This design comes from an exercise in tuning for small area and a short achievable clock period on the open sky130 flow, not from production work.
Function was checked by simulation only, so behaviour that the tests miss may differ from the original.
Power is estimated from default activity; no workload was simulated.

$ cat flow/design.v
module mips(
    input clk,
    input rst,
    output [31:0] imem_addr,
    input  [31:0] imem_rdata,
    output [31:0] dmem_addr,
    output [31:0] dmem_wdata,
    output        dmem_we,
    output        dmem_re,
    input  [31:0] dmem_rdata
);
    integer i;
    reg  [31:2] pc;
    wire [31:2] pc_inc = pc + 30'd1;
    reg  [31:0] m_res;           
    reg         m_taken;
    always @(posedge clk or posedge rst)
        if (rst) pc <= 30'h0c00;
        else     pc <= m_taken ? m_res[31:2] : pc_inc;
    assign imem_addr = {pc, 2'b00};
    reg  [31:0] rf [1:31];
    reg  [31:1] rf_v;
    wire [31:1] w_en;
    wire [31:0] w_data;
    genvar g;
    generate for (g = 1; g < 32; g = g + 1) begin : wr
        always @(posedge clk)
            if (w_en[g]) rf[g] <= w_data;
    end endgenerate
    always @(posedge clk or posedge rst)
        if (rst) rf_v <= 31'b0;
        else     rf_v <= rf_v | w_en;
    reg [31:0] rs_val, rt_val;
    always @(*) begin
        rs_val = 32'b0;
        rt_val = 32'b0;
        for (i = 1; i < 32; i = i + 1) begin
            rs_val = rs_val | ({32{(imem_rdata[25:21] == i) & rf_v[i]}} & rf[i]);
            rt_val = rt_val | ({32{(imem_rdata[20:16] == i) & rf_v[i]}} & rf[i]);
        end
    end
    wire [5:0] f_op = imem_rdata[31:26];
    wire       f_r  = (f_op == 6'h00);
    wire       f_sub = f_r & ((imem_rdata[3:0] == 4'b0010) | (imem_rdata[3:0] == 4'b1010));
    reg [31:26] d_op;
    reg [20:0]  d_ir;            
    reg [31:0]  d_a, d_b;        
    reg [31:2]  d_pc1;           
    reg         d_r, d_rn, d_zx, d_hi, d_sx, d_bq;
    always @(posedge clk or posedge rst)
        if (rst) d_op <= 6'h02;  
        else     d_op <= f_op;
    always @(posedge clk) begin
        d_ir  <= imem_rdata[20:0];
        d_a   <= rs_val;
        d_b   <= rt_val;
        d_pc1 <= pc_inc;
        d_r   <= f_r & ~f_sub;                                   
        d_rn  <= f_sub;                                          
        d_zx  <= (f_op == 6'h0d);                                
        d_hi  <= (f_op == 6'h0f);                                
        d_sx  <= (f_op == 6'h08) | (f_op == 6'h09) | (f_op == 6'h23) | (f_op == 6'h2b);  
        d_bq  <= (f_op == 6'h04);                                
    end
    wire [5:0]  op  = d_op;
    wire [4:0]  rt  = d_ir[20:16];
    wire [4:0]  rd  = d_ir[15:11];
    wire [15:0] imm = d_ir[15:0];
    wire [3:0]  fn  = d_ir[3:0];
    wire is_r    = (op == 6'h00);
    wire is_addi = (op == 6'h08) | (op == 6'h09);
    wire is_ori  = (op == 6'h0d);
    wire is_lui  = (op == 6'h0f);
    wire is_lw   = (op == 6'h23);
    wire is_sw   = (op == 6'h2b);
    wire is_beq  = (op == 6'h04);
    wire r_sub   = is_r & ((fn == 4'b0010) | (fn == 4'b1010));
    wire [31:0] sext = {{16{imm[15]}}, imm};
    wire [31:0] opa = d_bq ? {d_pc1, 2'b00} : d_a;
    wire [31:0] opb = ({32{d_r}}  & d_b) |
                      ({32{d_rn}} & ~d_b) |
                      ({32{d_zx}} & {16'b0, imm}) |
                      ({32{d_hi}} & {imm, 16'b0}) |
                      ({32{d_sx}} & sext) |
                      ({32{d_bq}} & {sext[29:0], 2'b00});
    reg [31:0] e_p, e_g, e_b;
    reg [4:0]  e_dst;
    reg        e_sub, e_arith, e_and, e_or, e_xor, e_slt;
    reg        e_we, e_re, e_rw, e_taken;
    always @(posedge clk) begin
        e_p   <= opa ^ opb;
        e_g   <= opa & opb;
        e_b   <= d_b;
        e_dst <= is_r ? rd : rt;
        e_sub <= r_sub;
        e_arith <= (is_r & ((fn == 4'b0000) | (fn == 4'b0010))) | is_addi | is_lw | is_sw | is_beq;
        e_and <= is_r & (fn == 4'b0100);
        e_or  <= (is_r & (fn == 4'b0101)) | is_ori | is_lui;
        e_xor <= is_r & (fn == 4'b0110);
        e_slt <= is_r & (fn == 4'b1010);
    end
    always @(posedge clk or posedge rst)
        if (rst) begin
            e_we <= 1'b0; e_re <= 1'b0; e_rw <= 1'b0; e_taken <= 1'b0;
        end else begin
            e_we <= is_sw;
            e_re <= is_lw;
            e_rw <= is_r | is_addi | is_ori | is_lui | is_lw;
            e_taken <= is_beq & (d_a == d_b);
        end
    wire [32:0] pg_g [0:6];
    wire [32:0] pg_p [0:6];
    assign pg_g[0] = {e_g, e_sub};
    assign pg_p[0] = {e_p, 1'b0};
    genvar lv, bt;
    generate for (lv = 0; lv < 6; lv = lv + 1) begin : ks
        for (bt = 0; bt < 33; bt = bt + 1) begin : b
            if (bt >= (1 << lv)) begin : op
                assign pg_g[lv+1][bt] = pg_g[lv][bt] | (pg_p[lv][bt] & pg_g[lv][bt - (1 << lv)]);
                assign pg_p[lv+1][bt] = pg_p[lv][bt] & pg_p[lv][bt - (1 << lv)];
            end else begin : pass
                assign pg_g[lv+1][bt] = pg_g[lv][bt];
                assign pg_p[lv+1][bt] = pg_p[lv][bt];
            end
        end
    end endgenerate
    wire [32:0] c = pg_g[6];     
    wire [31:0] sum = e_p ^ c[31:0];
    wire        ltu = ~c[32];
    wire [31:0] res = ({32{e_arith}} & sum) |
                      ({32{e_and}} & e_g) |
                      ({32{e_or}}  & (e_p | e_g)) |
                      ({32{e_xor}} & e_p) |
                      {31'b0, e_slt & ltu};
    reg [31:0] m_sd;
    reg [4:0]  m_dst;
    reg        m_we, m_re, m_rw;
    reg        m_mtr;            
    always @(posedge clk) begin
        m_mtr <= e_re;
        m_res <= res;
        m_sd  <= e_b;
        m_dst <= e_dst;
    end
    always @(posedge clk or posedge rst)
        if (rst) begin
            m_we <= 1'b0; m_re <= 1'b0; m_rw <= 1'b0; m_taken <= 1'b0;
        end else begin
            m_we <= e_we; m_re <= e_re; m_rw <= e_rw; m_taken <= e_taken;
        end
    assign dmem_addr  = m_res;
    assign dmem_wdata = m_sd;
    assign dmem_we    = m_we;
    assign dmem_re    = m_re;
    assign w_data = m_mtr ? dmem_rdata : m_res;
    generate for (g = 1; g < 32; g = g + 1) begin : we
        assign w_en[g] = m_rw & (m_dst == g);
    end endgenerate
endmodule
$ cat flow/flow/run.sh
#!/bin/bash
# The standard layout (standard.sh: standard synthesis, ORFS steps), with
#  - sizing not restricted to the same cell footprint,
#  - port buffers of a small plain buffer type (the resizer may still size them),
#  - a clock tree with larger sink clusters and no dummy loads.
# make's full output goes to flow_make.log here; ORFS keeps each step's log under orfs/logs.
set -euo pipefail
bash standard.sh \
  MATCH_CELL_FOOTPRINT=0 \
  "BUFFER_PORTS_ARGS=-buffer_cell sky130_fd_sc_hd__buf_2" \
  "CTS_ARGS=-sink_clustering_enable -repair_clock_nets -dont_use_dummy_load -sink_clustering_size 20 -sink_clustering_max_diameter 80" \
  finish > flow_make.log 2>&1
$ cat flow/standard.sh
#!/bin/bash
# synth_recipe.tcl (not shown) runs the flow's synth.tcl, then flattens the netlist and writes it again
# the make line also repeats each setting of config.mk as NAME=value (left out here)
make -C /OpenROAD-flow-scripts/flow DESIGN_CONFIG=/design/flow/config.mk WORK_HOME=/design/flow/orfs CLKGATE_MAP_FILE= SYNTH_SCRIPT=/design/flow/synth_recipe.tcl "${@:-finish}"
$ cat flow/config.mk
export PLATFORM = sky130hd
export DESIGN_NAME = mips
export DESIGN_NICKNAME = mips
export VERILOG_FILES = /design/flow/design.v
export SDC_FILE = /design/flow/constraint.sdc
export NUM_CORES = 8
export LEC_CHECK = 0
export ABC_CLOCK_PERIOD_IN_PS = 2500
export CAP_MARGIN = 20
export CORE_MARGIN = 2
export CORE_UTILIZATION = 35
export SETUP_SLACK_MARGIN = 3.7
export SLEW_MARGIN = 20
$ cat flow/constraint.sdc
create_clock -name core_clock -period 6.2 [get_ports {clk}]
set_input_delay 1.2400 -clock core_clock [delete_from_list [all_inputs] [get_ports {clk}]]
set_output_delay 1.2400 -clock core_clock [all_outputs]
set_load 0.01 [all_outputs]
==> summary.txt <==
synthesized cell area ~54000 sq um; Post-Synthesis Mean Instance Area 14.3 sq um; FF+latch count, synth 1365; total of warnings raised by yosys 2; sort of element at the end of the critical path flip-flop; dominant combinational cell family by area after synthesis compound AO/OA/AOI/OAI gates; final critical delay including setup and external delays between 2 and 3 ns; sequential fraction of the synthesis area 0.694; filler instances ~13000; Slew HR 0.212; clock buffer depth 3; largest area contributor in the netlist edfxtp_1; global-route congestion overflow total 0; final RePlAce weighted congestion a little over 0.9; Die ar. 158000 sq um; Met1 Routed Length approximately 94 mm; wire length of the first global-routing pass roughly 390 mm; final net count around 4400; CTS tree built; count of flip-flops with a built-in enable after synthesis 992; fraction of post-synthesis cell area in the top cell type by area 0.549; share of synthesized area spent on multiplexers 0.0266; number of iterations in the first detailed-routing pass 23; clock latency (worst-skew pair) 0.76 ns; maximum number of pins on one net before global-route repair about 50; Final Skew 0.0914 ns; setup_tns 0 ns; area of combinational cells with multiple inputs 17900 sq um; number of distinct library cells after synthesis 66; final hold violations 0; final number of setup-violating endpoints 0; register clock-pin slew on the reported worst setup and hold paths approximately 0.080 ns; violation count after the first detailed-route iteration 14000; met3 wire length around 58 mm; highest fanout seen on the critical path 9; WP data required between 6 and 7 ns; xor and xnor area share after synthesis 0.0102; post-route DRC violation count 0; Post-Synth Simple-Gate Area 0.0728; area used by sequential logic in the layout ~38000 sq um; Routed Antenna Nets 0; final design area excluding fillers a little under 70000 sq um; placed wire-length estimate after detailed placement between 100 and 150 mm; result of the run timing/DRC/antenna clean; ratio of cells with drive above 1 in the final layout 0.326; ys async rst share 0.0549; highest ir drop seen on vdd between 0.2 and 0.25 mV; dpl cell area around 60000 sq um; startpoint type of the worst setup path primary input; H-tree depth reported by CTS 3; final instance count without filler cells 6413; gate count after technology mapping roughly 3800; Maximum Capacitance Violations 0; top cells by area in the synthesized netlist edfxtp_1, dfxtp_1, a22oi_1; IO Count approximately 160; number of cells in the design after placement 5815; worst setup margin ~3.5 ns; static leakage ~25 nW; overall fraction of global-route tracks in use 0.365; ratio of routed vias to standard cells between 7 and 8; final cell utilization of the core 0.446; average wire length per cell after detail routing ~49 um; effective utilization at floorplan 0.352; path type of the worst setup path primary input to flip-flop; arrival time worst endpoint approximately 3.3 ns; final worst-path cycle share 0.438; highest metal layer used by the detailed router met5; CTS Buf Count 80; HP Class flip-flop to flip-flop; pwr dens 244 nW/um^2; slew of the pin with the lowest slew margin roughly 1.2 ns; root buffer selected by CTS clkbuf_16; synthesis-to-finish area growth 26.6%; routed vias slightly below 50000; tightest hold margin around 0.32 ns; pre-CTS setup slack roughly 2.3 ns; fraction of the mapped netlist area in compound gates 0.167; routed wire length on met2 around 120 mm; number of hold buffers added after CTS 0; maximum clock rate 369 MHz; via count of the first global-routing pass 42000; number of standard-cell rows in the floorplan ~140; antenna violations before repair 41; Synth Area in Adders 0.00784; Primary FF master, synth edfxtp_1; Port Buffer Count ~160; setup repair after global routing missed its margin true; Die W 398 um; Routed WL slightly above 300 mm; clk sink count 1365; Core Footprint around 150000 sq um; Tot Pwr 16.7 mW; Die Height a little under 400 um; pins over their slew limit 0
## flip-flops by register name, indices dropped and copies added, names as in the netlist, 5 cells and up
register	flops
rf	992
d_a	32
d_b	32
e_b	32
e_g	32
e_p	32
m_res	32
m_sd	32
rf_v	31
d_pc1	30
pc	30
d_ir	21
d_op	6
e_dst	5
m_dst	5
## cell type report
class	count	share of cell area
diodes	57	0.00208
clock buffers	80	0.0292
inverters	19	0.00109
multi-input cells	2119	0.261
flip-flops and latches	1365	0.550
well taps	2044	0.0372
repair buffers	729	0.120
## synth_stat cells (26+ instances only)
cell type,number
nand4_1,46
mux2_2,112
edfxtp_1,992
or4_1,65
dfrtp_1,72
o21ai_0,31
a222oi_1,65
a21oi_1,36
and3_1,73
clkbuf_1,252
a221o_1,26
nand2_1,100
or2_2,36
a221oi_1,165
a22oi_1,584
dfxtp_1,298
nor2_1,74
a22o_1,160
buf_1,36
xor2_1,39
ha_1,34
nand3_1,264
## worst paths after layout
check | slack (ns) | from | cells after the start | endpoint
min in group asynchronous | 0.71 | rst | 2 | rf_v[8]
max | 3.49 | imem_rdata[19] | 8 | d_b[29]
min | 0.32 | e_b[24] | 0 | m_sd[24]
max in group asynchronous | 4.20 | rst | 3 | pc[28]
min reg2reg | 0.32 | e_b[24] | 0 | m_sd[24]
max reg2reg | 3.66 | rf_v[16] | 5 | d_b[9]
## per-layer routing
layer,global-route usage,vias up
li1,-,16600
met1,0.403,23300
met2,0.501,6517
met3,0.222,2480
met4,0.289,42
met5,0.0148,-
## power breakdown
group	switching (mW)	internal (mW)
Clock	3.04	2.30
Sequential	0.361	9.98
Combinational	0.636	0.427
Total	4.04	12.7
## critical path: stages
cell and delay (ns):
buf_12 0.11, and3b_2 0.25, buf_4 0.15, and3_4 0.21
clkbuf_16 0.25, a222oi_1 0.36, nand3_1 0.16, or4_1 0.52
## cells by family (layout without fill, tap and decap cells)
group / Yosys count / in the layout
adders and majority gates: 34 / 34
muxes: 130 / 130
and+or+nand+nor: 740 / 750
other: 1 / 59
DFF: 1365 / 1365
buffers and inverters: 309 / 828
AOI/OAI and AO/OA: 1140 / 1140
xor gates and xnor gates: 63 / 63
## cells in the final DEF (no fill, tap or decap), types with 21 or more instances in the layout
cell       instances
xnor2_1           23
dfxtp_1          266
or2_2             36
clkbuf_16        129
and3_4            70
nand4_1           46
nand3_1          261
dfrtp_1           66
a22oi_2           85
mux2_2           112
a21oi_1           35
nor2_1            39
a221o_1           26
dfxtp_4           21
a22o_1           159
or4_1             45
a221oi_2         141
o21ai_0           31
buf_2            132
edfxtp_1         992
diode_2           57
ha_1              33
buf_16            29
buf_4            329
nand2_1          100
a222oi_1          65
buf_12           103
buf_6             75
xor2_1            39
a22oi_1          499
nor2_4            34
## timing repair
action | in CTS | in global routing
resized for setup | 431 | 184
buffers inserted | 217 | 170
pin swaps | 119 | 166
endpoints found under the setup margin | 432 | 187
gates cloned | 45 | 29

re-timing with driven ports:
How much do the figures lean on ideal ports? The routed layout below was timed once more, with nothing changed but the port constraints.
Step 1, drivers: a clkbuf_16 drives clk and a buf_2 each remaining input, both assumed.
Step 2, shift: input delay + t, output delay - t, t = (earliest + latest rising clock arrival at the registers) / 2. This alone moves slack from input paths to output paths.
Slacks: ideal ports / drivers / drivers and shift; pairs: ideal ports / drivers.
shift t [ns]: 0.781
setup WS [ns]: 3.487 / 3.501 / 2.726
latest minus earliest clock arrival (ns): 0.129 / 0.129
slew at the worst register clock pin (ns): 0.10 / 0.10
worst data-port slew with drivers (ns): 0.08
After both steps this run still meets setup and hold. For this run, drivers alone change the setup slack by +0.014 ns; drivers and shift together by -0.761 ns.
